From an optimization exercise on the open Yosys and OpenROAD flow, aimed at small area, a short achievable clock period and few clock cycles; shortcuts taken in it are not production practice. In this exercise RTL edits were held to simulation tests only and were not proved equivalent to the original. Power is estimated from default activity; no workload was simulated.

==> design/flow/design.v <==
`default_nettype none
module rc4(clk,
rst,
key_start,
ct_we,
ct_addr,
ct_data,
pt_addr,
pt_data,
found,
failed,
key
);
input wire clk;
input wire rst;
input wire [23:0] key_start;
input wire ct_we;
input wire [4:0] ct_addr;
input wire [7:0] ct_data;
input wire [4:0] pt_addr;
output wire [7:0] pt_data;
output reg found;
output reg failed;
output wire [23:0] key;
reg [2047:0] S;           
reg [7:0] rot;            
reg [7:0] c;              
reg [7:0] xreg;           
reg [7:0] yreg;           
reg [7:0] tbase;          
reg [7:0] j;              
reg [7:0] tv;             
reg [4:0] n;              
reg [1:0] m3;             
reg [23:0] kreg;          
reg s_init, s_ksa, s_c2, s_w, s_t, s_chk;
reg [7:0] e_mem [0:31];   
reg [7:0] d_mem [0:31];   
wire [7:0] r0 = S[7:0];
wire [7:0] y = s_ksa ? r0 : yreg;
wire [7:0] ap = c ^ y;
wire [7:0] ag = c & y;
wire [7:0] ao = c | y;
wire [3:0] tm [0:7];
assign tm[0] = {2'b00, ap[0], ~ap[0]};
genvar ii;
generate
  for (ii = 1; ii < 8; ii = ii + 1) begin : g_tm
    assign tm[ii][0] = ~(ap[ii] ^ ao[ii-1]);         
    assign tm[ii][1] = ~(ap[ii] ^ ag[ii-1]);         
    assign tm[ii][2] =  (ap[ii] ^ ao[ii-1]);         
    assign tm[ii][3] =  (ap[ii] ^ ag[ii-1]);         
  end
endgenerate
wire       we = s_ksa | s_c2 | s_w;
wire [255:0] dec;
wire [255:0] wsel;
genvar k;
generate
  for (k = 0; k < 256; k = k + 1) begin : g_dec
    localparam [7:0] KK = k;
    wire g01 = tm[0][{1'b0, KK[0]}] & tm[1][{KK[1], KK[0]}];
    wire g23 = tm[2][{KK[2], KK[1]}] & tm[3][{KK[3], KK[2]}];
    wire g45 = tm[4][{KK[4], KK[3]}] & tm[5][{KK[5], KK[4]}];
    wire g67 = tm[6][{KK[6], KK[5]}] & tm[7][{KK[7], KK[6]}];
    assign dec[k] = g01 & g23 & g45 & g67;
    assign wsel[k] = we & g01 & g23 & g45 & g67;
  end
endgenerate
wire [7:0] rd;
genvar b;
generate
  for (b = 0; b < 8; b = b + 1) begin : g_rd
    wire [255:0] terms;
    for (k = 0; k < 256; k = k + 1) begin : g_t
      assign terms[k] = dec[k] & S[8*k + b];
    end
    assign rd[b] = |terms;
  end
endgenerate
wire [7:0] x = s_ksa ? r0 : xreg;
wire [7:0] pt = tv ^ e_mem[n];
wire pass = (pt == 8'h20) || ((pt >= 8'h61) && (pt <= 8'h7a));
wire keyend = (kreg >= 24'h3fffff);
wire init = s_init | (s_chk & ~pass & ~keyend);
wire [2047:0] D;
genvar p;
generate
  for (p = 0; p < 255; p = p + 1) begin : g_s
    assign D[8*p +: 8] = init ? p : (wsel[p+1] ? x : S[8*(p+1) +: 8]);
  end
endgenerate
assign D[2047:2040] = init ? 8'd255 : (s_ksa ? rd : (wsel[0] ? x : r0));
wire [7:0] D1 = D[15:8];
reg [7:0] kb_next;
always @(*) begin
  case (m3)
    2'd0: kb_next = kreg[15:8];
    2'd1: kb_next = kreg[7:0];
    default: kb_next = kreg[23:16];
  endcase
end
wire [7:0] ksum = c + y;   
wire [23:0] kinc = kreg + 24'd1;
always @(posedge clk) begin
  S <= D;
  rot <= init ? 8'd0 : rot + 8'd1;
  if (ct_we)
    e_mem[ct_addr] <= ct_data;
  if (s_chk)
    d_mem[n] <= pt;
end
always @(posedge clk) begin
  if (rst) begin
    kreg <= key_start;
    found <= 1'b0;
    failed <= 1'b0;
    s_init <= 1'b1;
    s_ksa <= 1'b0;
    s_c2 <= 1'b0;
    s_w <= 1'b0;
    s_t <= 1'b0;
    s_chk <= 1'b0;
  end else begin
    s_init <= 1'b0;
    if (s_init) begin
      c <= kreg[23:16];
      m3 <= 2'd0;
      n <= 5'd0;
      j <= 8'd0;
      yreg <= 8'd0;
      s_ksa <= 1'b1;
    end
    if (s_ksa) begin
      m3 <= (m3 == 2'd2) ? 2'd0 : m3 + 2'd1;
      if (rot == 8'd255) begin
        c <= 8'd0;
        yreg <= D1;
        xreg <= D1;
        s_ksa <= 1'b0;
        s_c2 <= 1'b1;
      end else
        c <= kb_next + (ksum - 8'd1);
    end
    if (s_c2) begin
      j <= j + yreg;
      tbase <= yreg - rot - 8'd2;
      c <= {3'b000, n} - rot;
      yreg <= 8'd0;
      xreg <= rd;
      s_c2 <= 1'b0;
      s_w <= 1'b1;
    end
    if (s_w) begin
      c <= tbase;
      yreg <= xreg;
      s_w <= 1'b0;
      s_t <= 1'b1;
    end
    if (s_t) begin
      tv <= rd;
      c <= {3'b000, n} + 8'd1 - rot;
      yreg <= 8'd0;
      s_t <= 1'b0;
      s_chk <= 1'b1;
    end
    if (s_chk) begin
      s_chk <= 1'b0;
      if (pass) begin
        if (n == 5'd31)
          found <= 1'b1;
        else begin
          n <= n + 5'd1;
          xreg <= rd;
          yreg <= rd;
          c <= j - rot - 8'd1;
          s_c2 <= 1'b1;
        end
      end else if (keyend)
        failed <= 1'b1;
      else begin
        kreg <= kinc;
        c <= kinc[23:16];
        m3 <= 2'd0;
        n <= 5'd0;
        j <= 8'd0;
        yreg <= 8'd0;
        s_ksa <= 1'b1;
      end
    end
  end
end
assign pt_data = d_mem[pt_addr];
assign key = kreg;
endmodule
==> design/flow/run.sh <==
#!/bin/bash
# synth_recipe.tcl (not shown) runs the flow's synth.tcl, then flattens the netlist and writes it again
# the make line also repeats each setting of config.mk as NAME=value (left out here)
make -C /OpenROAD-flow-scripts/flow DESIGN_CONFIG=/design/flow/config.mk WORK_HOME=/design/flow/orfs CLKGATE_MAP_FILE= SYNTH_SCRIPT=/design/flow/synth_recipe.tcl finish
==> design/flow/config.mk <==
export PLATFORM = sky130hd
export DESIGN_NAME = rc4
export DESIGN_NICKNAME = rc4
export VERILOG_FILES = /design/flow/design.v
export SDC_FILE = /design/flow/constraint.sdc
export NUM_CORES = 4
export LEC_CHECK = 0
export CAP_MARGIN = 20
export CORE_MARGIN = 2
export CORE_UTILIZATION = 40
export PLACE_DENSITY = 0.6
export SETUP_SLACK_MARGIN = 2.5
export SLEW_MARGIN = 20
export TNS_END_PERCENT = 20
==> design/flow/constraint.sdc <==
create_clock -name core_clock -period 8.0 [get_ports {clk}]
set_input_delay 1.6000 -clock core_clock [delete_from_list [all_inputs] [get_ports {clk}]]
set_output_delay 1.6000 -clock core_clock [all_outputs]
set_load 0.01 [all_outputs]
==> run notes <==
==> routing by layer <==
| layer | overflow | track usage [%] |
|---|---|---|
| met1 | 232 | 84.0 |
| met2 | 776 | 89.7 |
| met3 | 292 | 74.8 |
| met4 | 442 | 73.7 |
| met5 | 37 | 60.5 |
==> metrics by stage <==
step                std cells  hold WS [ns]
floorplan               12000         0.445
global placement        15500         0.457
detailed placement      15500         0.465
CTS                     16200         0.482
==> logic make-up after synthesis <==
family / count (synthesis)
compound gates: 3321
xor+xnor: 103
fa+ha+maj: 81
buf+inv: 1091
flops: 2660
mux: 244
simple gates: 4469
==> timing repair <==
action / in CTS
endpoints found under the setup margin: 2128
gates cloned: 14
setup buffers: 150
gates resized for setup: 336
pin swaps: 82
==> worst max path at each step <==
stage	startpoint	endpoint	slack (ns)	depth (start not counted)
CTS	pt_addr[0]	pt_data[7]	2.31	6
detailed placement	s_ksa	xreg[3]	0.60	17
global placement	s_ksa	yreg[3]	0.34	17
floorplan	pt_addr[0]	pt_data[0]	2.58	5
==> power by group through the flow <==
stage / clock network, uW / logic, uW / registers [uW]
floorplan: 0 / 5260 / 14700
global placement: 0 / 12800 / 15500
detailed placement: 0 / 12900 / 15500
CTS: 14300 / 14400 / 15200
==> run_results.csv <==
group,metric,value,unit
synth,postSynthCellCount,12000,
synth,synth_xor_area_share,0.843,%
synth,synth_nets,12100,
synth,ys_seq_elements,2660,
synth,synth.area.top_cells,"dfxtp_1 36%, edfxtp_1 16%, o211ai_1 6.4%, nor2_1 5.2%, nand2_1 5.1%",
synth,async_reset_ff_share,0,%
synth,ys.flop_type,"dfxtp_1",
outcome,status,"stopped before the end",
grt,track_usage,81.6,%
outcome,stop_stage,"5_1_grt",
grt,grt_max_degree,144,
placed_design,io_buffers,78,
cts,cts_buffer_depth,4,
synth,synth_edf_count,591,
synth,synth_top_family_by_area,"compound AO/OA/AOI/OAI gates",
synth,synthMuxAreaShare,3.21,%
synth,netlist_area,114000,um2
grt,grt_pass1_vias,142000,
synth,synth_commonest_cells,"2069 x dfxtp_1, 1572 x nor2_1, 1540 x nand2_1",
cts,cts_buffers,295,
cts,cts_hold_buf,0,
synth,synth_top_area_share,36.2,%
die,die_h,539,um
cts,htreeDepth,5,
grt,grt_overflow_total,1779,
placed_design,dpl.hpwl,756000,um
synth,synth_top_area_cell,"dfxtp_1",
outcome,error,"[ERROR GRT-0116] Global routing finished with congestion. Check the congestion regions in the DRC Viewer.",
die,die_w,539,um
synth,synth-seq-area-share,51.7,%
synth,synth_fa_ha_area_share,0.978,%
synth,synth_most_common_cell,"dfxtp_1",
synth,syn_area_per_cell,9.56,um2
die,rows,196,
placed_design,pre_cts_ws,0.604,ns
synth,synth-warning-count,1,
synth,synth_compound_area_share,21.9,%
die,ios,79,
grt,grt_pass1_wl,1610000,um
placed_design,gp_congestion,1.62,
die,start_util,40.2,%
cts,root_buffer,"clkbuf_16",
placed_design,place_area,123000,um2
synth,synthSimpleGateAreaFrac,17.1,%
cts,cts.sinks,2660,
synth,synth_cell_types,87,
Testbench counts, summed over its fixed seeds: cycles 184,996.
